Context: an optimization exercise on an open-source flow, tuned for small area. The choices shown serve that exercise and are no tape-out recipe.
The RTL was checked by simulation tests, not by an equivalence proof against the original design.
Power is estimated from default activity; no workload was simulated.

===== flow/run.sh =====
#!/bin/bash
# synth_recipe.tcl (not shown) runs the flow's synth.tcl, then flattens the netlist and writes it again
# the make line also repeats each setting of config.mk as NAME=value (left out here)
make -C /OpenROAD-flow-scripts/flow DESIGN_CONFIG=/design/flow/config.mk WORK_HOME=/design/flow/orfs CLKGATE_MAP_FILE= SYNTH_SCRIPT=/design/flow/synth_recipe.tcl finish

===== flow/design.v =====
module pipes (clk, rst, imem_addr, imem_data, dmem_addr, dmem_we, dmem_wdata, dmem_rdata);
	input clk;
	input rst;
	output [5:0] imem_addr;
	input [31:0] imem_data;
	output [10:0] dmem_addr;
	output dmem_we;
	output [15:0] dmem_wdata;
	input [15:0] dmem_rdata;
	reg [6:0]  pc;           
	reg [31:0] ir;           
	reg        ir_src;       
	reg [4:0]  ex_rt;
	reg [15:0] ex_imm;       
	reg [31:0] ex_a, ex_b;   
	reg        ex_we;        
	reg        ex_st;        
	reg        ex_m2r;       
	reg [1:0]  ex_aluop;
	reg        ex_rdst;      
	reg [31:0] me_alu;
	reg [15:0] me_wd;
	reg [4:0]  me_dst;
	reg        me_we, me_st, me_m2r;
	reg [31:0] wb_val;
	reg [4:0]  wb_dst;
	reg        wb_we;
	reg        wb_keep;      
	wire [5:0] op = ir[31:26];
	wire [4:0] rs = ir[25:21];
	wire [4:0] rt = ir[20:16];
	wire [4:0] rd = ir[15:11];
	wire d_bne  = ~op[5] & op[0];
	wire d_jmp  = ~op[5] & (op[1] | op[3]);           
	wire d_jr   = ~op[5] & op[3];
	wire d_st   = op[3] & op[0];
	wire [5:0] iop = imem_data[31:26];
	wire i_src = (iop[1] & (iop[0] | ~iop[5])) | (~iop[5] & iop[3]);  
	wire d_rdst = ~(op[0] & (op[1] | ~op[5]));        
	wire d_wr   = op[5] ? ~(op[3] & op[0]) : ~(op[1] | op[3]);
	wire d_m2r  = op[0] & (op[1] | ~op[5]);           
	wire d_alu1 = op[5] ? ~(op[1] & op[0]) : ~(op[1] | op[0]);  
	wire [4:0] d_dst = d_rdst ? rd : rt;
	wire [31:0] rf_a, rf_b;
	wire [31:0] rf_q [0:31];
	assign rf_q[0] = 32'b0;
	genvar gi;
	generate
		for (gi = 1; gi < 32; gi = gi + 1) begin: rfr
			reg [31:0] q;
			wire wen  = wb_we & (wb_dst == gi);
			wire keep = wb_keep | (wb_dst != gi);
			always @(posedge clk)
				q <= (q & {32{keep}}) | (wb_val & {32{wen}});
			assign rf_q[gi] = q;
		end
	endgenerate
	wire [31:0] sel_a, sel_b;
	generate
		for (gi = 0; gi < 32; gi = gi + 1) begin: rfdec
			assign sel_a[gi] = (rs == gi);
			assign sel_b[gi] = (rt == gi);
		end
	endgenerate
	wire [31:0] ga [0:10];
	wire [31:0] gb [0:10];
	genvar gk;
	generate
		for (gi = 0; gi < 10; gi = gi + 1) begin: grp
			for (gk = 0; gk < 32; gk = gk + 1) begin: bit_
				aoi222 ua (.y(ga[gi][gk]),
					.a(rf_q[3*gi+1][gk]), .sa(sel_a[3*gi+1]),
					.b(rf_q[3*gi+2][gk]), .sb(sel_a[3*gi+2]),
					.c(rf_q[3*gi+3][gk]), .sc(sel_a[3*gi+3]));
				aoi222 ub (.y(gb[gi][gk]),
					.a(rf_q[3*gi+1][gk]), .sa(sel_b[3*gi+1]),
					.b(rf_q[3*gi+2][gk]), .sb(sel_b[3*gi+2]),
					.c(rf_q[3*gi+3][gk]), .sc(sel_b[3*gi+3]));
			end
		end
	endgenerate
	assign ga[10] = ~(rf_q[31] & {32{sel_a[31]}});
	assign gb[10] = ~(rf_q[31] & {32{sel_b[31]}});
	assign rf_a = ~(ga[0] & ga[1] & ga[2] & ga[3]) | ~(ga[4] & ga[5] & ga[6] & ga[7]) | ~(ga[8] & ga[9] & ga[10]);
	assign rf_b = ~(gb[0] & gb[1] & gb[2] & gb[3]) | ~(gb[4] & gb[5] & gb[6] & gb[7]) | ~(gb[8] & gb[9] & gb[10]);
	wire stall = me_st & ((ex_rt == rs) | (ex_rt == rt));
	wire [4:0] ex_dst = ex_rdst ? ex_imm[15:11] : ex_rt;
	wire [31:0] A  = ex_a;
	wire [31:0] Bf = ex_b;
	wire [31:0] B  = ir_src ? {16'b0, ex_imm} : Bf;
	wire [5:0] fn = ex_imm[5:0];
	wire f_add = ex_aluop[1] ? (fn == 6'b100000) : ~ex_aluop[0];
	wire f_sub = ex_aluop[1] ? (fn == 6'b100010) :  ex_aluop[0];
	wire f_and = ex_aluop[1] & (fn == 6'b100100);
	wire f_or  = ex_aluop[1] & (fn == 6'b100101);
	wire f_xor = ex_aluop[1] & (fn == 6'b100110);
	wire f_slt = ex_aluop[1] & (fn == 6'b101010);
	wire f_sll = ex_aluop[1] & (fn == 6'b000000);
	wire sub = f_sub | f_slt;
	wire [31:0] bx = B ^ {32{sub}};
	wire [31:0] p  = A ^ bx;
	wire [31:0] g  = A & bx;
	wire [32:0] c;
	wire [8:0]  cg;
	wire [7:0]  GG, PP;      
	assign cg[0] = sub;
	genvar gj;
	generate
		for (gj = 0; gj < 8; gj = gj + 1) begin: cla
			wire [3:0] gp = p[4*gj+3:4*gj];
			wire [3:0] gg = g[4*gj+3:4*gj];
			assign GG[gj] = gg[3] | (gp[3] & (gg[2] | (gp[2] & (gg[1] | (gp[1] & gg[0])))));
			assign PP[gj] = &gp;
			assign cg[gj+1] = GG[gj] | (PP[gj] & cg[gj]);
			assign c[4*gj]   = cg[gj];
			assign c[4*gj+1] = gg[0] | (gp[0] & cg[gj]);
			assign c[4*gj+2] = gg[1] | (gp[1] & c[4*gj+1]);
			assign c[4*gj+3] = gg[2] | (gp[2] & c[4*gj+2]);
		end
	endgenerate
	assign c[32] = cg[8];
	wire [31:0] sum = p ^ c[31:0];
	wire [31:0] shl = A << B[2:0];
	wire [31:0] alu = ({32{f_add | f_sub}} & sum)
	           | ({32{f_and}} & g)
	           | ({32{f_or}}  & (p | g))
	           | ({32{f_xor}} & p)
	           | ({32{f_sll}} & shl)
	           | {31'b0, f_slt & ~c[32]};
	wire [31:0] xy = p | g;
	wire zero_as = ~(p[0] ^ sub) & ~|(p[31:1] ^ xy[30:0]);
	wire [3:0] G2 = {GG[7] | (PP[7] & GG[6]), GG[5] | (PP[5] & GG[4]), GG[3] | (PP[3] & GG[2]), GG[1] | (PP[1] & GG[0])};
	wire [3:0] P2 = {PP[7] & PP[6], PP[5] & PP[4], PP[3] & PP[2], PP[1] & PP[0]};
	wire [1:0] G4 = {G2[3] | (P2[3] & G2[2]), G2[1] | (P2[1] & G2[0])};
	wire [1:0] P4 = {P2[3] & P2[2], P2[1] & P2[0]};
	wire cout_f = G4[1] | (P4[1] & (G4[0] | (P4[0] & sub)));
	wire zero_lg = ~|(({32{f_and}} & g) | ({32{f_or}} & xy) | ({32{f_xor}} & p) | ({32{f_sll}} & shl));
	wire zero = ((f_add | f_sub) & zero_as) | (f_slt & cout_f) | (~(f_add | f_sub | f_slt) & zero_lg);
	wire [31:0] wb_next = me_m2r ? {{16{dmem_rdata[15]}}, dmem_rdata} : me_alu;
	wire fa_me = ex_we & (ex_dst == rs);
	wire fa_wb = me_we & (me_dst == rs);
	wire fb_me = ex_we & (ex_dst == rt);
	wire fb_wb = me_we & (me_dst == rt);
	wire brT = d_bne & ~zero;
	wire [6:0] jt = d_jr ? rf_a[6:0] : ir[6:0];
	wire [6:0] bt = pc + ir[6:0];
	wire [6:0] fa = brT ? bt : d_jmp ? jt : pc;
	assign imem_addr = fa[5:0];
	assign dmem_addr  = me_alu[10:0];
	assign dmem_we    = me_st;
	assign dmem_wdata = me_wd;
	always @(posedge clk) begin
		if (rst)
			pc <= 7'd0;
		else if (!stall)
			pc <= fa + 7'd1;
		if (rst) begin
			ir <= 32'b0;
			ir_src <= 1'b0;
		end else if (!stall) begin
			ir <= imem_data;
			ir_src <= i_src;
		end
		ex_rt    <= rt;
		ex_imm   <= ir[15:0];
		ex_a     <= fa_me ? alu : fa_wb ? wb_next : rf_a;
		ex_b     <= fb_me ? alu : fb_wb ? wb_next : rf_b;
		ex_we    <= ~stall & d_wr & (d_dst != 5'd0);
		ex_st    <= ~stall & d_st;
		ex_m2r   <= d_m2r;
		ex_aluop <= stall ? 2'b00 : {d_alu1, d_bne};
		ex_rdst  <= ~stall & d_rdst;
		me_alu <= alu;
		me_wd  <= Bf[15:0];
		me_dst <= ex_dst;
		me_we  <= ex_we;
		me_st  <= ex_st;
		me_m2r <= ex_m2r;
		wb_val <= wb_next;
		wb_dst <= me_dst;
		wb_we  <= me_we;
		wb_keep <= ~me_we;
	end
endmodule
module aoi222 (output y, input a, sa, b, sb, c, sc);
	assign y = ~((a & sa) | (b & sb) | (c & sc));
endmodule

===== flow/constraint.sdc =====
create_clock -name core_clock -period 9.0 [get_ports {clk}]
set_input_delay 1.8000 -clock core_clock [delete_from_list [all_inputs] [get_ports {clk}]]
set_output_delay 1.8000 -clock core_clock [all_outputs]
set_load 0.01 [all_outputs]

===== flow/config.mk =====
export PLATFORM = sky130hd
export DESIGN_NAME = pipes
export DESIGN_NICKNAME = pipes
export VERILOG_FILES = /design/flow/design.v
export SDC_FILE = /design/flow/constraint.sdc
export NUM_CORES = 4
export LEC_CHECK = 0
export CAP_MARGIN = 20
export CORE_MARGIN = 2
export CORE_UTILIZATION = 40
export CTS_CLUSTER_DIAMETER = 80
export CTS_CLUSTER_SIZE = 25
export PLACE_DENSITY = 0.6
export SLEW_MARGIN = 20
export SYNTH_HIERARCHICAL = 1
export SYNTH_MINIMUM_KEEP_SIZE = 0

==> qor.csv, run 1 <==
stage,metric,value,unit
clocking,CTS Hold Buffers Added,0,
synth,async set-or-reset flop fraction in the synthesized netlist,0,
routing,routed via count,48346,
critical_path,Worst path slowest cell,a21o_2,
routing,first drt pass iteration count,13,
critical_path,Reg-to-Reg Start,ex_aluop[1],
final_layout,share of cells above drive strength 1,0.0906,
floorplanning,Initial Util,0.402,
synth,Yosys top cell by area,dfxtp_1,
timing,period utilization,0.907,
clocking,Max clock buf depth,3,
critical_path,Critical Path Max Stage Delay,0.65,ns
synth,post-synthesis sequential area ratio,0.469,
clocking,PostCTS Resize Cnt,0,
critical_path,cell family with most CP delay,compound AO/OA/AOI/OAI gates,
synth,"Top FF cell, synth",dfxtp_1,
synth,Synth cell types,61,
synth,count of state elements after synthesis,1215,
pwr,VDD IR-drop max,0.000166,V
critical_path,Worst EP required,7.20,ns
global_routing,GR Overflow Total,0,
placement,Detail Placement HPWL,139000,um
critical_path,Setup crit start kind,register,
clocking,root buf cell,clkbuf_16,
global_routing,gr usage total,0.337,
global_routing,largest net degree at the start of global routing,69,
hold_path,Hold/Removal Path Class,register to register,
final_layout,post-layout util,0.444,
clocking,Worst-Skew Late Latency,0.73,ns
job,Max Cap Violations,0,
floorplanning,row cnt,132,
routing,DR iter-0 viols,10117,
clocking,CTS buffer count,60,
timing,Tmin final,8.16,ns
floorplanning,die width,364,um
routing,Wirelength per Cell,35.1,um
critical_path,kind of critical path,register to output port,
critical_path,Worst Setup SP,ex_aluop[1],
synth,Syn Area/Cell,10.5,um^2
routing,Antenna Violating Nets Remaining,0,
routing,Residual DRC,0,
critical_path,WP depth,17,
placement,GP Congestion,0.999,
critical_path,Crit Path Max Fanout,23,
timing,Fin Clk Skew,0.0388,ns
synth,top post-synthesis cells by area,"dfxtp_1 47%, a22o_1 17%, a222oi_1 12%",
floorplanning,area of the core,129000,um^2
routing,vias per inst,7.31,
timing,Worst Tran Pin Value,1.20,ns
synth,Cells after Synth,4918,
critical_path,Crit path buffers/inverters,3,
final_layout,Syn-to-layout area delta,10.6,%
clocking,postcts setup bufs,0,
placement,IO buf count,81,
clocking,H-tree depth,2,
floorplanning,DIE AREA,132000,um^2
global_routing,first-pass GRT wire length,329000,um
timing,pins over their slew limit,0,
clocking,Worst-path clk slew,0.09,ns
timing,RSZ-0062 raised after global routing,false,
critical_path,"critical path, cell by cell",nor4b_1 > and3_1 > a21o_2 > buf_4 > xor2_1 > inv_1 > ha_1 > a21o_1 > a21o_1 > a21oi_1 > o21ai_0 > a22o_1 > o211ai_1 > nand2_1 > nor2_1 > mux2i_1 > clkdlybuf4s50_1,
global_routing,vias in the first global route,44875,
floorplanning,Ports,84,
synth,Commonest cells post-synth,"1215 x dfxtp_1, 993 x a22o_1, 643 x a222oi_1",
pwr,Power Dens Cells,249,nW/um^2
run_status,run status,timing/DRC/antenna clean,
timing,Max-slew headroom,0.198,
timing,final setup vio count,0,
critical_path,FF-to-FF setup slack,2.93,ns
floorplanning,die height,364,um
clocking,CTS tree,yes,
final_layout,Final #Nets,4989,
critical_path,FF-to-FF path depth,21,
global_routing,initial antenna violation count,10,
synth,Synth Warn #,7,
timing,fmax,0.123,GHz
timing,"Hold Vio Cnt, Final",0,
routing,drt total wl,232000,um
synth,synthesized area,51800,um^2
synth,"EDFF count, synth",0,
critical_path,CP endpoint,imem_addr[5],
pwr,Lkg Pwr,0.0216,uW
synth,area share of the largest cell type after synthesis,0.469,
synth,most instantiated library cell after synthesis,dfxtp_1,
critical_path,Critical Path Most Common Cell,a21o_1,
synth,Mapped Nets,5062,
critical_path,reg-to-reg endpoint,pc[4],
clocking,Sink Count,1215,
critical_path,Critical Path AT,6.36,ns
critical_path,nature of the critical path endpoint,output port,
timing,Setup TNS,0,ns
## per-layer routing
layer	share of wire	GRT usage	vias to the layer above	wire length [um]
li1	-	-	20038	-
met3	0.14	0.0951	782	32700
met2	0.41	0.482	3928	94400
met5	0.00064	0	-	149
met1	0.37	0.442	23586	86900
met4	0.078	0.223	12	18100
## per-stage QoR
| step | total power (uW) | cells | hold slack [ns] | worst slack (ns) | instance area, um^2 |
|---|---|---|---|---|---|
| finish | 14200 | 6614 | 0.335 | 0.841 | 57300 |
| global route | 14800 | 6612 | 0.343 | 0.362 | 57300 |
| CTS | 14100 | 6610 | 0.336 | 0.860 | 57200 |
| detailed placement | 10900 | 6523 | 0.320 | 1.67 | 55400 |
| global placement | 10800 | 6519 | 0.310 | 1.71 | 55300 |
| floorplan | 9460 | 4918 | 0.310 | 2.85 | 51800 |
## modules after synthesis (local to each module, per instance)
| module | cells inside | area, um^2 | flip-flops and latches |
|---|---|---|---|
| aoi222 | 1 | 10.0 | 0 |
| pipes | 4278 | 45400 | 1215 |
## sequential cells by signal, indices dropped and copies added (netlist names), 16 cells and up
register	count
rfr.q	992
ex_a	32
ex_b	32
me_alu	32
wb_val	32
ir	30
ex_imm	16
me_wd	16
## worst register-to-register path: cells and delay by family, from the launching register on
family,cells,cell delay (ns)
AOI/OAI and AO/OA,5,1.62
xor gates and xnor gates,2,0.50
adders and majority gates,2,0.62
buffers and inverters,2,0.46
DFF,1,0.43
and+or+nand+nor,10,2.33
## cell families (layout without fill, tap and decap cells)
group | count (synthesis) | in the layout | share of synthesized area
and+or+nand+nor | 800 | 800 | 0.0747
xor gates and xnor gates | 114 | 114 | 0.0193
AOI/OAI and AO/OA | 2064 | 2064 | 0.343
DFF | 1215 | 1215 | 0.469
other | 0 | 2 | 0
buffers and inverters | 521 | 473 | 0.0390
muxes | 110 | 110 | 0.0280
adders and majority gates | 94 | 94 | 0.0262
## cells in the final DEF, fill, tap and decap left out, drive strengths merged, types with 79 or more instances in the layout
| cell | count |
|---|---|
| dfxtp | 1215 |
| a22o | 993 |
| a222oi | 643 |
| nand2 | 272 |
| buf | 193 |
| o21ai | 183 |
| nor2 | 182 |
| nand4 | 140 |
| inv | 121 |
| clkdlybuf4s50 | 81 |
| a21oi | 79 |
## worst min-delay path by stage
stage          endpoint  depth (start not counted)  slack, ns    from
2_1_floorplan    me_m2r                          0       0.31  ex_m2r
3_3_place_gp      me_st                          0       0.31   ex_st
5_1_grt           me_st                          0       0.34   ex_st
4_1_cts           me_st                          0       0.34   ex_st
3_5_place_dp      me_st                          0       0.32   ex_st
6_report          me_st                          0       0.33   ex_st
## final cells by class
cell class | count | area (um^2)
fillers | 12065 | 71700
multi-input cells | 3182 | 26100
flip-flops and latches | 1215 | 24300
repair buffers | 275 | 2360
well taps | 1742 | 2180
clock buffers | 68 | 1580
inverters | 111 | 417
clock inverters | 19 | 267
diodes | 2 | 5.00
## power breakdown
| group | leakage, uW | switching (uW) | internal [uW] |
|---|---|---|---|
| combinational | 0.0108 | 2220 | 1470 |
| sequential | 0.00991 | 885 | 6410 |
| clock | 0.000903 | 1910 | 1350 |
==> run 2, diff against run 1 <==
==> flow/flow/run.sh (new file) <==
#!/bin/bash
# The standard layout, with two changes: the clock tree gets no dummy
# loads (and larger leaf clusters), and the port buffers are buf_1 cells.
# The full make output goes to flow_make.log in this folder; each ORFS step
# also writes its own log under orfs/logs.
set -euo pipefail
bash standard.sh \
  "CTS_ARGS=-sink_clustering_enable -repair_clock_nets -dont_use_dummy_load -sink_clustering_size 25 -sink_clustering_max_diameter 80" \
  "BUFFER_PORTS_ARGS=-buffer_cell sky130_fd_sc_hd__buf_1" \
  finish > flow_make.log 2>&1
==> flow/standard.sh (new file) <==
#!/bin/bash
# synth_recipe.tcl (not shown) runs the flow's synth.tcl, then flattens the netlist and writes it again
# the make line also repeats each setting of config.mk as NAME=value (left out here)
make -C /OpenROAD-flow-scripts/flow DESIGN_CONFIG=/design/flow/config.mk WORK_HOME=/design/flow/orfs CLKGATE_MAP_FILE= SYNTH_SCRIPT=/design/flow/synth_recipe.tcl "${@:-finish}"
removed: flow/run.sh
==> qor.csv, run 2 <==
stage,metric,value,unit
run_status,run status,timing/DRC/antenna clean,
final_layout,"non-filler cells, final",6586,
critical_path,FF-to-FF setup slack,2.93,ns
synth,most instantiated library cell after synthesis,dfxtp_1,
hold_path,Hold/Removal Path Class,register to register,
clocking,CTS buffer count,66,
synth,Synth Warn #,7,
pwr,Power Dens Cells,247,nW/um^2
hold_path,Hold Path Origin,ex_st,
final_layout,Reg with most FFs,rfr.q,
global_routing,largest net degree at the start of global routing,69,
critical_path,Critical Path AT,6.00,ns
floorplanning,Ports,84,
final_layout,fin area,56600,um^2
timing,RSZ-0062 raised after global routing,false,
final_layout,Largest register FFs,992,
floorplanning,die width,364,um
routing,DR iter-0 viols,10222,
clocking,H-tree depth,3,
floorplanning,Initial Util,0.402,
placement,IO buf count,81,
final_layout,Syn-to-layout area delta,9.16,%
critical_path,nature of the critical path endpoint,output port,
clocking,Sink Count,1215,
placement,Detail Placement HPWL,136000,um
floorplanning,die height,364,um
routing,first drt pass iteration count,13,
synth,Mapped Nets,5062,
synth,Yosys top cell by area,dfxtp_1,
critical_path,kind of critical path,register to output port,
routing,Wirelength per Cell,34.5,um
clocking,CTS Hold Buffers Added,0,
clocking,Max clock buf depth,3,
clocking,postcts setup bufs,0,
critical_path,Crit Path Max Fanout,40,
timing,final setup vio count,0,
synth,async set-or-reset flop fraction in the synthesized netlist,0,
final_layout,Final #Nets,4978,
critical_path,Setup crit start kind,register,
synth,top post-synthesis cells by area,"dfxtp_1 47%, a22o_1 17%, a222oi_1 12%",
final_layout,most frequent cells in the layout,"1211 x dfxtp_1, 993 x a22o_1, 643 x a222oi_1, 272 x nand2_1, 169 x buf_4",
pwr,Lkg Pwr,0.0212,uW
timing,pins over their slew limit,0,
synth,"Top FF cell, synth",dfxtp_1,
clocking,root buf cell,clkbuf_16,
clocking,Worst-path clk slew,0.10,ns
global_routing,first-pass GRT wire length,322000,um
timing,Worst Tran Pin Value,1.25,ns
routing,routed via count,48024,
pwr,Total Power,14000,uW
placement,GP Congestion,1.04,
final_layout,"commonest non-fill, non-tap cell in the layout",dfxtp_1,
placement,area of placed instances,54800,um^2
synth,Cells after Synth,4918,
critical_path,Worst EP required,7.20,ns
timing,Tmin final,7.80,ns
clocking,Worst-Skew Late Latency,0.74,ns
critical_path,FF-to-FF path depth,22,
global_routing,vias in the first global route,45340,
routing,vias per inst,7.29,
synth,post-synthesis sequential area ratio,0.469,
timing,Max-slew headroom,0.162,
hold_path,hold endpoint,me_st,
synth,synthesized area,51800,um^2
routing,Antenna Violating Nets Remaining,0,
global_routing,gr usage total,0.330,
timing,fmax,0.128,GHz
critical_path,reg-to-reg endpoint,pc[4],
global_routing,GR Overflow Total,0,
routing,drt total wl,227000,um
floorplanning,area of the core,129000,um^2
critical_path,Reg-to-Reg Start,ex_imm[1],
routing,Residual DRC,0,
timing,Setup TNS,0,ns
placement,placed cell count,6506,
synth,"EDFF count, synth",0,
synth,Syn Area/Cell,10.5,um^2
synth,area share of the largest cell type after synthesis,0.469,
floorplanning,row cnt,132,
pwr,VDD IR-drop max,0.000153,V
clocking,PostCTS Resize Cnt,0,
job,Max Cap Violations,0,
synth,Commonest cells post-synth,"1215 x dfxtp_1, 993 x a22o_1, 643 x a222oi_1",
synth,count of state elements after synthesis,1215,
timing,"Hold Vio Cnt, Final",0,
global_routing,initial antenna violation count,16,
hold_path,Hold Path Stages,0,
final_layout,share of cells above drive strength 1,0.0846,
floorplanning,DIE AREA,132000,um^2
clocking,CTS tree,yes,
timing,period utilization,0.867,
synth,Synth cell types,61,
timing,Fin Clk Skew,0.104,ns
## run 2: cell types whose count changed in the layout (fill, tap and decap cells not counted), moves of 5 or more
cell	previous run	this run
buf_1	0	81
clkbuf_16	60	66
buf_4	188	169
clkdlybuf4s50_1	81	0
diode_2	2	12
inv_6	6	0
clkbuf_8	5	0
## run 2: per-stage QoR
step	setup slack (ns)	utilization	hold WS, ns
finish	1.20	0.438	0.340
CTS	1.29	0.438	0.341
floorplan	2.85	-	0.310
global placement	2.07	0.424	0.311
global route	0.955	0.438	0.345
detailed placement	2.05	0.425	0.321
## run 2: per-module statistics from Yosys (local to each module, per instance)
| module | flops+latches | cells | cell area, um^2 | copies in the design |
|---|---|---|---|---|
| pipes | 1215 | 4278 | 45400 | 1 |
| aoi222 | 0 | 1 | 10.0 | 640 |
## run 2: how the worst max path moves through the flow
stage | startpoint | endpoint | slack, ns | cells after the start
after global routing | ex_imm[1] | imem_addr[4] | 0.95 | 17
after floorplan | ex_imm[0] | imem_addr[4] | 2.85 | 16
after CTS | ex_imm[1] | imem_addr[4] | 1.29 | 17
after global placement | ex_imm[1] | imem_addr[4] | 2.07 | 17
final | ex_imm[1] | imem_addr[4] | 1.20 | 17
after detailed placement | ex_imm[1] | imem_addr[4] | 2.05 | 17
## run 2: report_power, final
group          total (uW)  switching [uW]  internal (uW)  leakage, uW
registers            7280             877           6410      0.00991
clock network        3140            1820           1310     0.000813
logic                3580            2190           1380       0.0105
## run 2: cell type report
| type | instances | area (um^2) |
|---|---|---|
| Fill cell | 12148 | 72400 |
| Multi-Input combinational cell | 3182 | 26200 |
| Sequential cell | 1215 | 24300 |
| Tap cell | 1742 | 2180 |
| Timing Repair Buffer | 258 | 1790 |
| Clock buffer | 66 | 1650 |
| Inverter | 111 | 417 |
| Antenna cell | 12 | 30.0 |
## run 2: cells by family after synthesis
group | share of synthesized area
compound gates | 0.343
flops | 0.469
simple gates | 0.0747
buf+inv | 0.0390
xor+xnor | 0.0193
mux | 0.0280
fa+ha+maj | 0.0262
## run 2: routing by layer
metal	routed length, um	part of all wire	GRT usage
met5	47	0.00021	0.00182
met4	16000	0.070	0.209
met3	32100	0.14	0.116
met2	91400	0.40	0.461
met1	87500	0.39	0.429
## run 2: critical path, stage by stage, from the launching register on
cell and delay [ns]:
dfxtp_1 0.32, buf_4 0.47, and3_1 0.30, a21o_2 0.44, buf_4 0.47, xor2_1 0.35, inv_1 0.08, ha_1 0.35
a21o_1 0.18, a21o_1 0.16, a21oi_1 0.18, o21ai_0 0.14, a22o_1 0.29, o211ai_1 0.37, nand2_1 0.26, nor2_1 0.37
mux2_1 0.40, buf_1 0.15
==> run 3, diff against run 2 <==
--- a/flow/design.v
+++ b/flow/design.v
@@ -13,5 +13,5 @@
 	reg [4:0]  ex_rt;
 	reg [15:0] ex_imm;       
-	reg [31:0] ex_a, ex_b;   
+	reg [31:0] ex_an, ex_bn;  
 	reg        ex_we;        
 	reg        ex_st;        
@@ -86,6 +86,6 @@
 	wire stall = me_st & ((ex_rt == rs) | (ex_rt == rt));
 	wire [4:0] ex_dst = ex_rdst ? ex_imm[15:11] : ex_rt;
-	wire [31:0] A  = ex_a;
-	wire [31:0] Bf = ex_b;
+	wire [31:0] A  = ~ex_an;
+	wire [31:0] Bf = ~ex_bn;
 	wire [31:0] B  = ir_src ? {16'b0, ex_imm} : Bf;
 	wire [5:0] fn = ex_imm[5:0];
@@ -150,4 +150,23 @@
 	assign dmem_we    = me_st;
 	assign dmem_wdata = me_wd;
+	wire fa_w = fa_wb & ~fa_me;
+	wire fb_w = fb_wb & ~fb_me;
+	wire fa_r = ~(fa_me | fa_wb);
+	wire fb_r = ~(fb_me | fb_wb);
+	wire [31:0] fwd_an, fwd_bn;
+	generate
+		for (gi = 0; gi < 32; gi = gi + 1) begin: fwd
+			aoi222 ua (.y(fwd_an[gi]), .a(alu[gi]), .sa(fa_me), .b(wb_next[gi]), .sb(fa_w), .c(rf_a[gi]), .sc(fa_r));
+			aoi222 ub (.y(fwd_bn[gi]), .a(alu[gi]), .sa(fb_me), .b(wb_next[gi]), .sb(fb_w), .c(rf_b[gi]), .sc(fb_r));
+		end
+	endgenerate
+	wire ir_hold = ~rst & stall;
+	wire ir_load = ~rst & ~stall;
+	wire [31:0] ir_d;
+	generate
+		for (gi = 0; gi < 32; gi = gi + 1) begin: ifid
+			ao22 u (.y(ir_d[gi]), .a(ir[gi]), .sa(ir_hold), .b(imem_data[gi]), .sb(ir_load));
+		end
+	endgenerate
 	always @(posedge clk) begin
 		if (rst)
@@ -155,15 +174,10 @@
 		else if (!stall)
 			pc <= fa + 7'd1;
-		if (rst) begin
-			ir <= 32'b0;
-			ir_src <= 1'b0;
-		end else if (!stall) begin
-			ir <= imem_data;
-			ir_src <= i_src;
-		end
+		ir     <= ir_d;
+		ir_src <= (ir_src & ir_hold) | (i_src & ir_load);
 		ex_rt    <= rt;
 		ex_imm   <= ir[15:0];
-		ex_a     <= fa_me ? alu : fa_wb ? wb_next : rf_a;
-		ex_b     <= fb_me ? alu : fb_wb ? wb_next : rf_b;
+		ex_an    <= fwd_an;
+		ex_bn    <= fwd_bn;
 		ex_we    <= ~stall & d_wr & (d_dst != 5'd0);
 		ex_st    <= ~stall & d_st;
@@ -186,2 +200,5 @@
 	assign y = ~((a & sa) | (b & sb) | (c & sc));
 endmodule
+module ao22 (output y, input a, sa, b, sb);
+	assign y = (a & sa) | (b & sb);
+endmodule
==> qor.csv, run 3 <==
stage,metric,value,unit
global_routing,initial antenna violation count,23,
clocking,CTS Hold Buffers Added,0,
synth,Post-Synth XOR/XNOR Area,0.0190,
clocking,Max clock buf depth,3,
routing,Wirelength per Cell,37.3,um
routing,Antenna Violating Nets Remaining,0,
pwr,Clock power frac,0.219,
clocking,H-tree depth,2,
synth,Mapped Nets,4833,
synth,async set-or-reset flop fraction in the synthesized netlist,0,
pwr,Power Dens Cells,239,nW/um^2
final_layout,fin area,55700,um^2
synth,synthesized area,51200,um^2
critical_path,Setup crit start kind,register,
critical_path,FF-to-FF path depth,19,
final_layout,post-layout util,0.438,
synth,Yosys top cell by area,dfxtp_1,
synth,Cells after Synth,4689,
routing,first drt pass iteration count,22,
synth,most instantiated library cell after synthesis,dfxtp_1,
pwr,internal cell power,8700,uW
clocking,Worst-Skew Late Latency,0.76,ns
global_routing,GR Overflow Total,0,
routing,drt total wl,235000,um
final_layout,Final #Nets,4788,
critical_path,Worst EP required,7.20,ns
synth,Commonest cells post-synth,"1215 x dfxtp_1, 1022 x a22o_1, 704 x a222oi_1",
clocking,CTS tree,yes,
placement,GP Congestion,1.02,
pwr,switching part of the total,0.347,
synth,mux contribution to synthesized area,0.0172,
critical_path,reg-to-reg endpoint,ex_bn[30],
timing,final hold slack,0.334,ns
placement,IO buf count,81,
final_layout,Largest register FFs,992,
synth,post-synthesis compound-gate area fraction,0.360,
pwr,Lkg Pwr,0.0210,uW
clocking,root buf cell,clkbuf_16,
timing,final setup margin,1.51,ns
clocking,CTS buffer count,58,
routing,vias per inst,7.66,
global_routing,gr usage total,0.341,
pwr,Flop pwr share,0.533,
routing,DR iter-0 viols,10903,
pwr,VDD IR-drop max,0.000182,V
synth,"EDFF count, synth",0,
synth,post-synthesis sequential area ratio,0.475,
clocking,postcts setup bufs,0,
critical_path,Reg-to-Reg Start,ex_imm[5],
floorplanning,Initial Util,0.402,
timing,Tmin final,7.49,ns
timing,Max-slew headroom,0.161,
timing,Setup TNS,0,ns
floorplanning,die height,362,um
timing,fmax,0.133,GHz
critical_path,nature of the critical path endpoint,output port,
global_routing,largest net degree at the start of global routing,57,
critical_path,Worst Setup SP,ex_imm[5],
timing,RSZ-0062 raised after global routing,false,
critical_path,kind of critical path,register to output port,
timing,Fin Clk Skew,0.108,ns
timing,"Hold Vio Cnt, Final",0,
synth,Simple-Gate Fraction of Synth Area,0.0650,
clocking,Worst-path clk slew,0.09,ns
synth,Synth cell types,66,
synth,top post-synthesis cells by area,"dfxtp_1 48%, a22o_1 17%, a222oi_1 14%",
floorplanning,area of the core,127000,um^2
global_routing,first-pass GRT wire length,330000,um
timing,pins over their slew limit,0,
final_layout,share of cells above drive strength 1,0.0877,
timing,final setup vio count,0,
critical_path,CP endpoint,imem_addr[4],
floorplanning,DIE AREA,131000,um^2
synth,Syn Area/Cell,10.9,um^2
clocking,PostCTS Resize Cnt,0,
job,Max Cap Violations,0,
placement,pre-CTS WS,2.31,ns
critical_path,FF-to-FF setup slack,2.99,ns
floorplanning,row cnt,131,
final_layout,"commonest non-fill, non-tap cell in the layout",dfxtp_1,
pwr,share of total power in combinational logic,0.248,
synth,main combinational cell family by area after synthesis,compound AO/OA/AOI/OAI gates,
synth,count of state elements after synthesis,1215,
routing,routed via count,48311,
global_routing,vias in the first global route,45023,
timing,Worst Tran Pin Value,1.25,ns
run_status,run status,timing/DRC/antenna clean,
synth,area share of the largest cell type after synthesis,0.475,
synth,"Top FF cell, synth",dfxtp_1,
critical_path,Critical Path AT,5.69,ns
placement,area of placed instances,54100,um^2
final_layout,Syn-to-layout area delta,8.75,%
floorplanning,die width,362,um
placement,Detail Placement HPWL,145000,um
critical_path,Crit Path Max Fanout,20,
synth,Synth Area in Adders,0.0265,
pwr,Psw,4620,uW
synth,Synth Warn #,7,
clocking,Sink Count,1215,
final_layout,Reg with most FFs,rfr.q,
timing,period utilization,0.833,
routing,Residual DRC,0,
floorplanning,Ports,84,
final_layout,most frequent cells in the layout,"1213 x dfxtp_1, 1022 x a22o_1, 704 x a222oi_1, 186 x buf_4, 159 x nand2_1",
hold_path,Hold/Removal Path Class,register to register,
-- run 3: power by group through the flow --
stage                     combinational (uW)  clock (uW)  sequential, uW
final                                   3300        2920            7090
after global routing                    3440        3090            7190
after CTS                               3180        2930            7050
after detailed placement                3170           0            7150
after global placement                  3140           0            7140
after floorplan                         2110           0            6930
-- run 3: layer usage --
layer / wire length, um / share of wire / vias up / global-route usage
met2: 94900 / 0.40 / 4168 / 0.482
met4: 18500 / 0.079 / 24 / 0.235
met3: 34100 / 0.14 / 891 / 0.109
li1: - / - / 19587 / -
met5: 175 / 0.00074 / - / 0
met1: 87400 / 0.37 / 23641 / 0.440
-- run 3: stage by stage --
step / std cells / total power [uW]
finish: 6310 / 13300
global route: 6304 / 13700
detailed placement: 6244 / 10300
floorplan: 4689 / 9050
global placement: 6244 / 10300
CTS: 6302 / 13200
-- run 3: worst min-delay path by stage --
stage	start	to	slack, ns	cells past startpoint
6_report	ex_st	me_st	0.33	0
5_1_grt	ex_st	me_st	0.34	0
4_1_cts	ex_st	me_st	0.34	0
3_5_place_dp	ex_st	me_st	0.31	0
3_3_place_gp	ex_st	me_st	0.31	0
2_1_floorplan	ex_m2r	me_m2r	0.31	0
-- run 3: logic make-up (layout without fill, tap and decap cells) --
| group | after synthesis | count (layout) |
|---|---|---|
| compound gates | 2055 | 2055 |
| flops | 1215 | 1215 |
| simple gates | 663 | 663 |
| buf+inv | 494 | 447 |
| xor+xnor | 111 | 111 |
| fa+ha+maj | 94 | 94 |
| mux | 57 | 57 |
| other cells | 0 | 6 |
-- run 3: worst max-delay path, stage by stage (launching register included) --
cell	delay, ns
dfxtp_1	0.44
or4b_4	0.55
o22ai_4	0.15
buf_4	0.39
xnor2_1	0.17
ha_1	0.43
nand2_1	0.08
o21ai_0	0.19
a21oi_2	0.10
o21bai_4	0.17
a21oi_2	0.10
o21a_1	0.29
o31a_1	0.47
nor4_1	0.80
nor3_1	0.16
or2_2	0.34
buf_1	0.15
-- run 3: modules after synthesis, one instance, submodules excluded --
module / times used / cell area, um^2 / flops+latches / cells inside
ao22: 30 / 8.76 / 0 / 1
aoi222: 704 / 10.0 / 0 / 1
pipes: 1 / 43900 / 1215 / 3955
-- run 3: final cells by class --
cell class | instances | area (um^2)
fill | 11921 | 71500
tap | 1662 | 2080
clock buffer | 58 | 1450
timing repair buffer | 269 | 1750
sequential | 1215 | 24300
multi-input combinational | 2980 | 25600
antenna | 6 | 15.0
inverter | 120 | 450
==> run 4, diff against run 3 <==
==> flow/flow/run.sh (replaced) <==
#!/bin/bash
# The standard layout, with three changes: the clock tree gets no dummy
# loads (and larger leaf clusters), the port buffers are buf_1 cells, and
# after global routing gates off the critical paths are sized down
# (RECOVER_POWER). The full make output goes to flow_make.log in this
# folder; each ORFS step also writes its own log under orfs/logs.
set -euo pipefail
bash standard.sh \
  "CTS_ARGS=-sink_clustering_enable -repair_clock_nets -dont_use_dummy_load -sink_clustering_size 25 -sink_clustering_max_diameter 80" \
  "BUFFER_PORTS_ARGS=-buffer_cell sky130_fd_sc_hd__buf_1" \
  "RECOVER_POWER=100" \
  finish > flow_make.log 2>&1
==> qor.csv, run 4 <==
stage,metric,value,unit
critical_path,FF-to-FF path depth,14,
clocking,CTS buffer count,58,
hold_path,Hold Path Stages,0,
synth,count of state elements after synthesis,1215,
synth,most instantiated library cell after synthesis,dfxtp_1,
clocking,postcts setup bufs,0,
synth,Simple-Gate Fraction of Synth Area,0.0650,
clocking,Sink Count,1215,
hold_path,hold endpoint,me_st,
placement,area of placed instances,54100,um^2
final_layout,most frequent cells in the layout,"1213 x dfxtp_1, 1022 x a22o_1, 704 x a222oi_1, 160 x nand2_1, 152 x buf_4",
synth,Synth Warn #,7,
pwr,VDD IR-drop max,0.000177,V
synth,Cells after Synth,4689,
floorplanning,row cnt,131,
final_layout,fin area,55400,um^2
timing,Fin Clk Skew,0.103,ns
global_routing,initial antenna violation count,23,
placement,pre-CTS WS,2.31,ns
clocking,Max clock buf depth,3,
synth,Commonest cells post-synth,"1215 x dfxtp_1, 1022 x a22o_1, 704 x a222oi_1",
routing,Wirelength per Cell,37.3,um
placement,GP Congestion,1.02,
global_routing,vias in the first global route,45023,
clocking,root buf cell,clkbuf_16,
critical_path,Reg-to-Reg Start,ir[21],
timing,final setup margin,0.549,ns
final_layout,"commonest non-fill, non-tap cell in the layout",dfxtp_1,
final_layout,share of cells above drive strength 1,0.0741,
pwr,Lkg Pwr,0.0208,uW
timing,pins over their slew limit,1100,
final_layout,Reg with most FFs,rfr.q,
global_routing,GR Overflow Total,0,
clocking,PostCTS Resize Cnt,0,
global_routing,first-pass GRT wire length,330000,um
critical_path,reg-to-reg endpoint,pc[5],
timing,fmax,0.118,GHz
critical_path,nature of the critical path endpoint,output port,
floorplanning,Ports,84,
routing,vias per inst,7.63,
clocking,Worst-Skew Late Latency,0.76,ns
routing,Met2 Wirelength,94900,um
floorplanning,die width,362,um
routing,Residual DRC,0,
placement,Detail Placement HPWL,145000,um
pwr,Total Power,13300,uW
timing,Worst Tran Pin Value,3.60,ns
timing,"Hold Vio Cnt, Final",0,
floorplanning,die height,362,um
floorplanning,DIE AREA,131000,um^2
run_status,Fail Reasons,"capacitance limit, slew limit",
timing,RSZ-0062 raised after global routing,false,
synth,post-synthesis compound-gate area fraction,0.360,
clocking,Worst-path clk slew,0.10,ns
synth,mux contribution to synthesized area,0.0172,
synth,Yosys top cell by area,dfxtp_1,
critical_path,FF-to-FF setup slack,2.52,ns
global_routing,gr usage total,0.341,
routing,drt total wl,235000,um
timing,Setup TNS,0,ns
routing,Antenna Violating Nets Remaining,0,
critical_path,Worst EP required,7.20,ns
job,Max Cap Violations,36,
routing,uppermost layer routed,met5,
timing,final setup vio count,0,
timing,Max-slew headroom,-1.41,
timing,Tmin final,8.45,ns
synth,top post-synthesis cells by area,"dfxtp_1 48%, a22o_1 17%, a222oi_1 14%",
synth,Synth Area in Adders,0.0265,
global_routing,largest net degree at the start of global routing,57,
routing,DR WL met3,34200,um
hold_path,Hold/Removal Path Class,register to register,
synth,area share of the largest cell type after synthesis,0.475,
clocking,H-tree depth,2,
critical_path,Crit Path Max Fanout,22,
final_layout,Syn-to-layout area delta,8.29,%
routing,routed via count,48127,
synth,post-synthesis sequential area ratio,0.475,
final_layout,Final #Nets,4788,
clocking,CTS Hold Buffers Added,0,
synth,Synth cell types,66,
routing,first drt pass iteration count,14,
timing,period utilization,0.939,
synth,Post-Synth XOR/XNOR Area,0.0190,
synth,main combinational cell family by area after synthesis,compound AO/OA/AOI/OAI gates,
pwr,Power Dens Cells,240,nW/um^2
critical_path,Critical Path AT,6.65,ns
synth,Syn Area/Cell,10.9,um^2
floorplanning,area of the core,127000,um^2
floorplanning,Initial Util,0.402,
synth,Mapped Nets,4833,
synth,"Top FF cell, synth",dfxtp_1,
routing,DR iter-0 viols,10722,
critical_path,Setup crit start kind,register,
synth,"EDFF count, synth",0,
synth,async set-or-reset flop fraction in the synthesized netlist,0,
hold_path,Hold Path Origin,ex_st,
clocking,CTS tree,yes,
synth,synthesized area,51200,um^2
routing,M1 WL,87100,um
critical_path,kind of critical path,register to output port,
placement,IO buf count,81,
run_status,run status,finished with violations,
final_layout,Largest register FFs,992,
run 4: worst max path at each step:
stage              endpoint  startpoint  slack, ns
4_1_cts        imem_addr[4]   ex_imm[5]       1.57
3_3_place_gp   imem_addr[5]   ex_imm[5]       2.29
3_5_place_dp   imem_addr[4]   ex_imm[5]       2.31
6_report       imem_addr[1]      ir[21]       0.55
2_1_floorplan  imem_addr[1]   ex_imm[5]       2.93
5_1_grt        imem_addr[1]      ir[21]       0.74
run 4: layout make-up:
cell class / count / area (um^2)
Inverter: 120 / 450
Multi-Input combinational cell: 2980 / 25500
Tap cell: 1662 / 2080
Antenna cell: 4 / 10.0
Sequential cell: 1215 / 24300
Timing Repair Buffer: 269 / 1600
Clock buffer: 58 / 1450
Fill cell: 11985 / 71800
run 4: worst max-delay path, cell delays in order, from the launching register on:
cell and delay (ns):
dfxtp_1 0.53, nand2b_1 0.69, nor2_1 1.24, clkbuf_1 1.41, a222oi_1 0.39, nand4_1 0.52, a2111o_1 0.34, o22a_1 0.20
o22ai_1 0.11, a21oi_1 0.25, buf_1 0.26
run 4: through the flow:
stage | std cells | util | hold WS [ns]
3_3_place_gp | 6244 | 0.426 | 0.310
4_1_cts | 6302 | 0.437 | 0.335
6_report | 6308 | 0.436 | 0.334
5_1_grt | 6304 | 0.436 | 0.339
2_1_floorplan | 4689 | - | 0.310
3_5_place_dp | 6244 | 0.426 | 0.312
run 4: where the power goes:
group          leakage, uW  total [uW]  switching [uW]  internal (uW)
Clock             0.000715        2920            1780           1150
Sequential         0.00990        7090             791           6300
Combinational       0.0102        3290            2050           1240
Total               0.0208       13300            4620           8690
run 4: kinds of logic (layout without fill, tap and decap cells):
family                   Yosys count  after routing
AO/OA/AOI/OAI                   2055           2055
flip-flops                      1215           1215
AND/OR/NAND/NOR                  663            663
buffers and inverters            494            447
XOR/XNOR                         111            111
adder cells (fa/ha/maj)           94             94
multiplexers                      57             57
other                              0              4
run 4: metal layers:
layer / track usage / vias to the layer above
met3: 0.109 / 909
met2: 0.482 / 4113
li1: - / 19577
met5: 0 / -
met4: 0.235 / 26
met1: 0.440 / 23502
run 4: Yosys stat by module, one instance, submodules excluded:
module / times used / cell area, um^2 / cells / flops+latches
pipes: 1 / 43900 / 3955 / 1215
ao22: 30 / 8.76 / 1 / 0
aoi222: 704 / 10.0 / 1 / 0
==> run 5, diff against run 4 <==
--- a/flow/config.mk
+++ b/flow/config.mk
@@ -8,8 +8,8 @@
 export CAP_MARGIN = 20
 export CORE_MARGIN = 2
-export CORE_UTILIZATION = 40
+export CORE_UTILIZATION = 45
 export CTS_CLUSTER_DIAMETER = 80
 export CTS_CLUSTER_SIZE = 25
-export PLACE_DENSITY = 0.6
+export PLACE_DENSITY = 0.62
 export SLEW_MARGIN = 20
 export SYNTH_HIERARCHICAL = 1
==> qor.csv, run 5 <==
stage,metric,value,unit
critical_path,Worst EP required,7.20,ns
pwr,share of total power in combinational logic,0.245,
routing,drt total wl,230000,um
timing,Setup TNS,0,ns
clocking,Max clock buf depth,3,
critical_path,Setup crit start kind,register,
hold_path,Hold/Removal Path Class,register to register,
synth,Mapped Nets,4833,
clocking,CTS Hold Buffers Added,0,
final_layout,Final #Nets,4794,
placement,GP Congestion,1.04,
clocking,CTS buffer count,60,
global_routing,vias in the first global route,45474,
routing,Residual DRC,0,
final_layout,share of cells above drive strength 1,0.0738,
critical_path,Critical Path Most Common Cell,a21oi_1,
timing,final setup vio count,0,
clocking,CTS tree,yes,
synth,most instantiated library cell after synthesis,dfxtp_1,
final_layout,"commonest non-fill, non-tap cell in the layout",dfxtp_1,
synth,area share of the largest cell type after synthesis,0.475,
floorplanning,die height,341,um
floorplanning,Initial Util,0.454,
synth,post-synthesis sequential area ratio,0.475,
synth,synthesized area,51200,um^2
floorplanning,die width,341,um
synth,top post-synthesis cells by area,"dfxtp_1 48%, a22o_1 17%, a222oi_1 14%",
final_layout,Syn-to-layout area delta,8.24,%
final_layout,most frequent cells in the layout,"1212 x dfxtp_1, 1022 x a22o_1, 704 x a222oi_1, 160 x nand2_1, 149 x buf_4",
pwr,Clock power frac,0.222,
timing,"Hold Vio Cnt, Final",0,
clocking,H-tree depth,2,
run_status,Fail Reasons,"capacitance limit, slew limit",
timing,fmax,0.121,GHz
timing,pins over their slew limit,895,
timing,Max-slew headroom,-1.29,
final_layout,Reg with most FFs,rfr.q,
floorplanning,Ports,84,
placement,Detail Placement HPWL,136000,um
floorplanning,DIE AREA,116000,um^2
critical_path,nature of the critical path endpoint,output port,
synth,Cells after Synth,4689,
critical_path,Crit Path Max Fanout,13,
job,Max Cap Violations,33,
clocking,root buf cell,clkbuf_16,
timing,period utilization,0.920,
pwr,Psw,4590,uW
critical_path,Critical Path AT,6.48,ns
timing,Fin Clk Skew,0.111,ns
critical_path,Worst path slowest cell,or4_1,
timing,Tmin final,8.28,ns
routing,Antenna Violating Nets Remaining,0,
global_routing,largest net degree at the start of global routing,57,
final_layout,FILL cells,10307,
pwr,Power Dens Cells,240,nW/um^2
synth,Synth Warn #,7,
clocking,Worst-Skew Late Latency,0.77,ns
clocking,PostCTS Resize Cnt,0,
timing,RSZ-0062 raised after global routing,false,
final_layout,Largest register FFs,992,
placement,IO buf count,81,
synth,Syn Area/Cell,10.9,um^2
synth,Commonest cells post-synth,"1215 x dfxtp_1, 1022 x a22o_1, 704 x a222oi_1",
routing,routed via count,47906,
synth,"EDFF count, synth",0,
synth,async set-or-reset flop fraction in the synthesized netlist,0,
final_layout,register area,24300,um^2
floorplanning,area of the core,113000,um^2
global_routing,initial antenna violation count,8,
critical_path,"critical path, cell by cell",or4b_1 > o22ai_4 > buf_4 > xnor2_1 > ha_1 > a21oi_1 > o21ai_0 > a21oi_1 > o21bai_1 > a21oi_1 > o21a_1 > o31a_1 > or4_1 > nand2_1 > nor2_1 > a21oi_1 > buf_1,
floorplanning,row cnt,123,
clocking,Sink Count,1215,
routing,DR iter-0 viols,10469,
routing,Wirelength per Cell,37.4,um
pwr,Lkg Pwr,0.0209,uW
synth,count of state elements after synthesis,1215,
run_status,run status,finished with violations,
pwr,Flop pwr share,0.532,
synth,Synth cell types,66,
critical_path,Critical Path Max Stage Delay,0.67,ns
pwr,VDD IR-drop max,0.000171,V
global_routing,gr usage total,0.378,
routing,first drt pass iteration count,14,
synth,"Top FF cell, synth",dfxtp_1,
final_layout,area of the multi-input gates,25500,um^2
timing,final hold slack,0.334,ns
critical_path,kind of critical path,register to output port,
global_routing,GR Overflow Total,0,
pwr,switching part of the total,0.345,
synth,Yosys top cell by area,dfxtp_1,
timing,Worst Tran Pin Value,3.43,ns
clocking,Worst-path clk slew,0.09,ns
pwr,internal cell power,8720,uW
clocking,postcts setup bufs,0,
global_routing,first-pass GRT wire length,326000,um
routing,vias per inst,7.79,
## run 5: cell counts after synthesis
No cell type changed its count.
## run 5: area by class of cell
cell class / instances / area share
multi-input cells: 2980 / 0.460
repair buffers: 273 / 0.0321
well taps: 1500 / 0.0339
inverters: 120 / 0.00813
flip-flops and latches: 1215 / 0.439
diodes: 2 / 0.0000903
clock buffers: 60 / 0.0271
## run 5: power by group through the flow
stage	clock network, uW	registers [uW]	logic (uW)
after floorplan	0	6930	2110
after global placement	0	7130	3100
after detailed placement	0	7150	3140
after CTS	2970	7040	3150
after global routing	3150	7180	3410
final	2960	7080	3270
## run 5: final timing paths
| kind | from | to | slack, ns | cells after the start |
|---|---|---|---|---|
| worst max-delay path | ex_imm[5] | imem_addr[1] | 0.72 | 17 |
| worst min-delay path | ex_m2r | me_m2r | 0.33 | 0 |
| worst max register to register | ex_imm[5] | ex_an[31] | 2.51 | 20 |
| worst min register to register | ex_m2r | me_m2r | 0.33 | 0 |
## run 5: cell families after synthesis
kind of cell / count (synthesis) / synth area share
xor gates and xnor gates: 111 / 0.0190
muxes: 57 / 0.0172
AOI/OAI and AO/OA: 2055 / 0.360
DFF: 1215 / 0.475
and+or+nand+nor: 663 / 0.0650
adders and majority gates: 94 / 0.0265
buffers and inverters: 494 / 0.0374
## run 5: per-stage QoR
stage | power, uW | worst slack, ns | std cells | area (um^2) | utilization
3_3_place_gp | 10200 | 2.01 | 6072 | 53900 | 0.478
6_report | 13300 | 0.719 | 6150 | 55400 | 0.492
5_1_grt | 13700 | 0.472 | 6148 | 55400 | 0.492
2_1_floorplan | 9050 | 2.93 | 4689 | 51200 | -
3_5_place_dp | 10300 | 1.99 | 6077 | 54000 | 0.479
4_1_cts | 13200 | 1.19 | 6137 | 55500 | 0.493
## run 5: per-module statistics from Yosys (local to each module, per instance)
module  flops+latches  times used  cell area [um^2]
pipes            1215           1             43900
aoi222              0         704              10.0
ao22                0          30              8.76
## run 5: worst max-delay path, delay by kind of cell (launching register included)
| family | cells | cell delay [ns] |
|---|---|---|
| AOI/OAI and AO/OA | 9 | 2.42 |
| buffers and inverters | 2 | 0.57 |
| DFF | 1 | 0.47 |
| and+or+nand+nor | 4 | 1.77 |
| adders and majority gates | 1 | 0.35 |
| xor gates and xnor gates | 1 | 0.13 |
## run 5: per-layer routing
layer | share of wire | wire (um) | up-vias | track usage
li1 | - | - | 19603 | -
met1 | 0.37 | 85300 | 23350 | 0.489
met2 | 0.40 | 91900 | 4041 | 0.531
met3 | 0.15 | 34900 | 906 | 0.127
met4 | 0.079 | 18200 | 6 | 0.256
met5 | 0.00015 | 35 | - | 0
==> run 6, diff against run 5 <==
==> flow/flow/run.sh (replaced) <==
#!/bin/bash
# The standard layout, with these changes: the clock tree gets no dummy
# loads (and larger leaf clusters), the port buffers are buf_1 cells, gates
# off the critical paths are sized down after global routing (RECOVER_POWER),
# and max slew and capacitance are repaired again after that (post_grt.tcl).
# The full make output goes to flow_make.log in this folder; each ORFS step
# also writes its own log under orfs/logs.
set -euo pipefail
here=$(pwd)
bash standard.sh \
  "CTS_ARGS=-sink_clustering_enable -repair_clock_nets -dont_use_dummy_load -sink_clustering_size 25 -sink_clustering_max_diameter 80" \
  "BUFFER_PORTS_ARGS=-buffer_cell sky130_fd_sc_hd__buf_1" \
  "RECOVER_POWER=100" \
  "POST_GLOBAL_ROUTE_TCL=$here/flow/post_grt.tcl" \
  finish > flow_make.log 2>&1
==> flow/flow/post_grt.tcl (new file) <==
# Runs at the end of ORFS's global route step (POST_GLOBAL_ROUTE_TCL), after
# the power recovery that RECOVER_POWER turns on: that recovery sizes gates
# down without regard to max slew or capacitance, so repair those again, with
# the same margins as the rest of the flow, and reroute the nets it touched.
estimate_parasitics -global_routing
repair_design_helper
global_route -start_incremental
detailed_placement
global_route -end_incremental \
  -congestion_report_file $::env(REPORTS_DIR)/congestion_post_grt_hook.rpt
estimate_parasitics -global_routing
report_check_types -max_slew -max_capacitance -violators
write_guides $::env(RESULTS_DIR)/route.guide
--- a/flow/config.mk
+++ b/flow/config.mk
@@ -8,8 +8,8 @@
 export CAP_MARGIN = 20
 export CORE_MARGIN = 2
-export CORE_UTILIZATION = 45
+export CORE_UTILIZATION = 40
 export CTS_CLUSTER_DIAMETER = 80
 export CTS_CLUSTER_SIZE = 25
-export PLACE_DENSITY = 0.62
+export PLACE_DENSITY = 0.6
 export SLEW_MARGIN = 20
 export SYNTH_HIERARCHICAL = 1
==> qor.csv, run 6 <==
stage,metric,value,unit
run_status,run status,timing/DRC/antenna clean,
critical_path,Reg-to-Reg Start,ex_imm[5],
routing,uppermost layer routed,met5,
clocking,PostCTS Resize Cnt,0,
synth,Yosys top cell by area,dfxtp_1,
clocking,root buf cell,clkbuf_16,
global_routing,gr usage total,0.341,
synth,Mapped Nets,4833,
final_layout,fin area,56200,um^2
hold_path,hold endpoint,me_st,
timing,Fin Clk Skew,0.108,ns
timing,fmax,0.128,GHz
routing,routed via count,48341,
global_routing,GR Overflow Total,0,
synth,Cells after Synth,4689,
clocking,Worst-path clk slew,0.09,ns
pwr,VDD IR-drop max,0.000182,V
final_layout,"commonest non-fill, non-tap cell in the layout",dfxtp_1,
floorplanning,row cnt,131,
final_layout,Largest register FFs,992,
synth,async set-or-reset flop fraction in the synthesized netlist,0,
pwr,internal cell power,8690,uW
pwr,Psw,4620,uW
synth,synthesized area,51200,um^2
floorplanning,area of the core,127000,um^2
clocking,H-tree depth,2,
routing,DR iter-0 viols,10645,
critical_path,Crit Path Max Fanout,20,
critical_path,FF-to-FF path depth,18,
synth,"Top FF cell, synth",dfxtp_1,
critical_path,nature of the critical path endpoint,output port,
synth,Synth cell types,66,
synth,"EDFF count, synth",0,
clocking,CTS tree,yes,
routing,DR WL met3,33900,um
hold_path,Hold Path Origin,ex_st,
timing,period utilization,0.870,
timing,Setup TNS,0,ns
global_routing,vias in the first global route,45023,
placement,Detail Placement HPWL,145000,um
synth,count of state elements after synthesis,1215,
clocking,Sink Count,1215,
floorplanning,DIE AREA,131000,um^2
floorplanning,Initial Util,0.402,
hold_path,Hold Path Stages,0,
final_layout,share of cells above drive strength 1,0.0882,
critical_path,FF-to-FF setup slack,2.81,ns
routing,Wirelength per Cell,37.1,um
timing,final setup vio count,0,
critical_path,kind of critical path,register to output port,
clocking,CTS buffer count,58,
timing,Worst Tran Pin Value,1.12,ns
synth,top post-synthesis cells by area,"dfxtp_1 48%, a22o_1 17%, a222oi_1 14%",
routing,vias per inst,7.62,
job,Max Cap Violations,0,
timing,final hold slack,0.334,ns
routing,Met2 Wirelength,95000,um
synth,post-synthesis sequential area ratio,0.475,
critical_path,Critical Path AT,6.03,ns
pwr,share of total power in combinational logic,0.248,
clocking,Max clock buf depth,3,
placement,area of placed instances,54100,um^2
routing,Residual DRC,0,
timing,Tmin final,7.83,ns
routing,Antenna Violating Nets Remaining,0,
critical_path,reg-to-reg endpoint,ex_bn[30],
floorplanning,Ports,84,
clocking,CTS Hold Buffers Added,0,
critical_path,Setup crit start kind,register,
synth,Synth Warn #,7,
final_layout,post-layout util,0.442,
clocking,Worst-Skew Late Latency,0.76,ns
routing,drt total wl,235000,um
global_routing,initial antenna violation count,23,
hold_path,Hold/Removal Path Class,register to register,
pwr,Clock power frac,0.220,
routing,first drt pass iteration count,14,
pwr,Power Dens Cells,237,nW/um^2
pwr,Lkg Pwr,0.0212,uW
final_layout,most frequent cells in the layout,"1213 x dfxtp_1, 1022 x a22o_1, 704 x a222oi_1, 160 x nand2_1, 153 x buf_4",
placement,GP Congestion,1.02,
synth,area share of the largest cell type after synthesis,0.475,
timing,Max-slew headroom,0.250,
final_layout,Syn-to-layout area delta,9.72,%
pwr,Total Power,13300,uW
final_layout,Reg with most FFs,rfr.q,
global_routing,first-pass GRT wire length,330000,um
floorplanning,die height,362,um
synth,most instantiated library cell after synthesis,dfxtp_1,
floorplanning,die width,362,um
placement,IO buf count,81,
clocking,postcts setup bufs,0,
routing,M1 WL,87400,um
synth,Commonest cells post-synth,"1215 x dfxtp_1, 1022 x a22o_1, 704 x a222oi_1",
pwr,switching part of the total,0.347,
timing,pins over their slew limit,0,
critical_path,Worst EP required,7.20,ns
global_routing,largest net degree at the start of global routing,57,
timing,"Hold Vio Cnt, Final",0,
pwr,Flop pwr share,0.533,
final_layout,Final #Nets,4818,
synth,Syn Area/Cell,10.9,um^2
## run 6: cell counts after synthesis
No cell type changed its count.
## run 6: worst max path at each step
stage,startpoint,endpoint
floorplan,ex_imm[5],imem_addr[1]
global placement,ex_imm[5],imem_addr[5]
detailed placement,ex_imm[5],imem_addr[4]
CTS,ex_imm[5],imem_addr[4]
finish,ex_imm[5],imem_addr[5]
## run 6: cell families (layout without fill, tap and decap cells)
logic type,Yosys count,count (layout),share of synthesized area
fa+ha+maj,94,94,0.0265
simple gates,663,663,0.0650
other cells,0,7,0
mux,57,57,0.0172
buf+inv,494,477,0.0374
flops,1215,1215,0.475
xor+xnor,111,111,0.0190
compound gates,2055,2055,0.360
## run 6: worst max-delay path, cell delays in order (launching register included)
cell      delay [ns]
dfxtp_1         0.44
or4b_1          0.58
o22ai_1         0.22
buf_4           0.39
xnor2_1         0.16
ha_1            0.43
and4_1          0.22
a21oi_1         0.15
o21bai_4        0.19
a21oi_1         0.14
o21a_1          0.31
o31a_1          0.47
or4_1           0.64
nand2_1         0.38
mux2i_1         0.39
buf_1           0.20
## run 6: layer usage
layer | global-route usage | vias to the layer above
met2 | 0.482 | 4145
met5 | 0 | -
met3 | 0.109 | 899
met1 | 0.440 | 23614
li1 | - | 19659
met4 | 0.235 | 24
## run 6: layout make-up
cell class                 instances  area [um^2]
clock buffer                      58         1450
multi-input combinational       2980        25500
timing repair buffer             299         2300
tap                             1662         2080
fill                           11888        71000
sequential                      1215        24300
inverter                         120          450
antenna                            7         17.5
## run 6: per-stage QoR
stage / instances / setup WS, ns
finish: 6341 / 1.17
CTS: 6302 / 1.57
detailed placement: 6244 / 2.31
global placement: 6244 / 2.29
floorplan: 4689 / 2.93
## run 6: power by group through the flow
stage | Combinational [uW] | Clock (uW) | Sequential, uW
3_3_place_gp | 3140 | 0 | 7140
4_1_cts | 3180 | 2930 | 7050
3_5_place_dp | 3170 | 0 | 7150
2_1_floorplan | 2110 | 0 | 6930
6_report | 3300 | 2920 | 7090
## run 6: modules after synthesis (local to each module, per instance)
| module | times used | flops+latches | cells | area, um^2 |
|---|---|---|---|---|
| ao22 | 30 | 0 | 1 | 8.76 |
| pipes | 1 | 1215 | 3955 | 43900 |
| aoi222 | 704 | 0 | 1 | 10.0 |

port drivers added, routing unchanged:
The flow's constraints put no driver on any port. The routed layouts listed below were extracted and timed again, unchanged, in two steps.
Step 1, drivers: a clkbuf_16 drives clk and a buf_2 each remaining input, both assumed.
Step 2, shift: input delay + t, output delay - t, t = (earliest + latest rising clock arrival at the registers) / 2. This alone moves slack from input paths to output paths.
Slacks: no drivers / after step 1 / after step 2; pairs: no drivers / after step 1.
| run | t, ns | setup slack, ns | worst register clock-pin slew, ns | worst data-port slew with drivers (ns) | pins driven straight from the clock port |
|---|---|---|---|---|---|
| run 1 | 0.794 | 0.841 / 0.767 / 1.561 | 0.11 / 0.11 | 0.06 | 1 |
| run 2 | 0.765 | 1.195 / 1.114 / 1.880 | 0.10 / 0.10 | 0.07 | 1 |
| run 3 | 0.778 | 1.507 / 1.432 / 2.211 | 0.11 / 0.11 | 0.05 | 1 |
| run 4 | 0.774 | 0.549 / 0.473 / 1.248 | 0.11 / 0.11 | 0.05 | 1 |
| run 5 | 0.786 | 0.719 / 0.648 / 1.434 | 0.11 / 0.11 | 0.05 | 1 |
| run 6 | 0.774 | 1.169 / 1.094 / 1.868 | 0.11 / 0.11 | 0.05 | 1 |
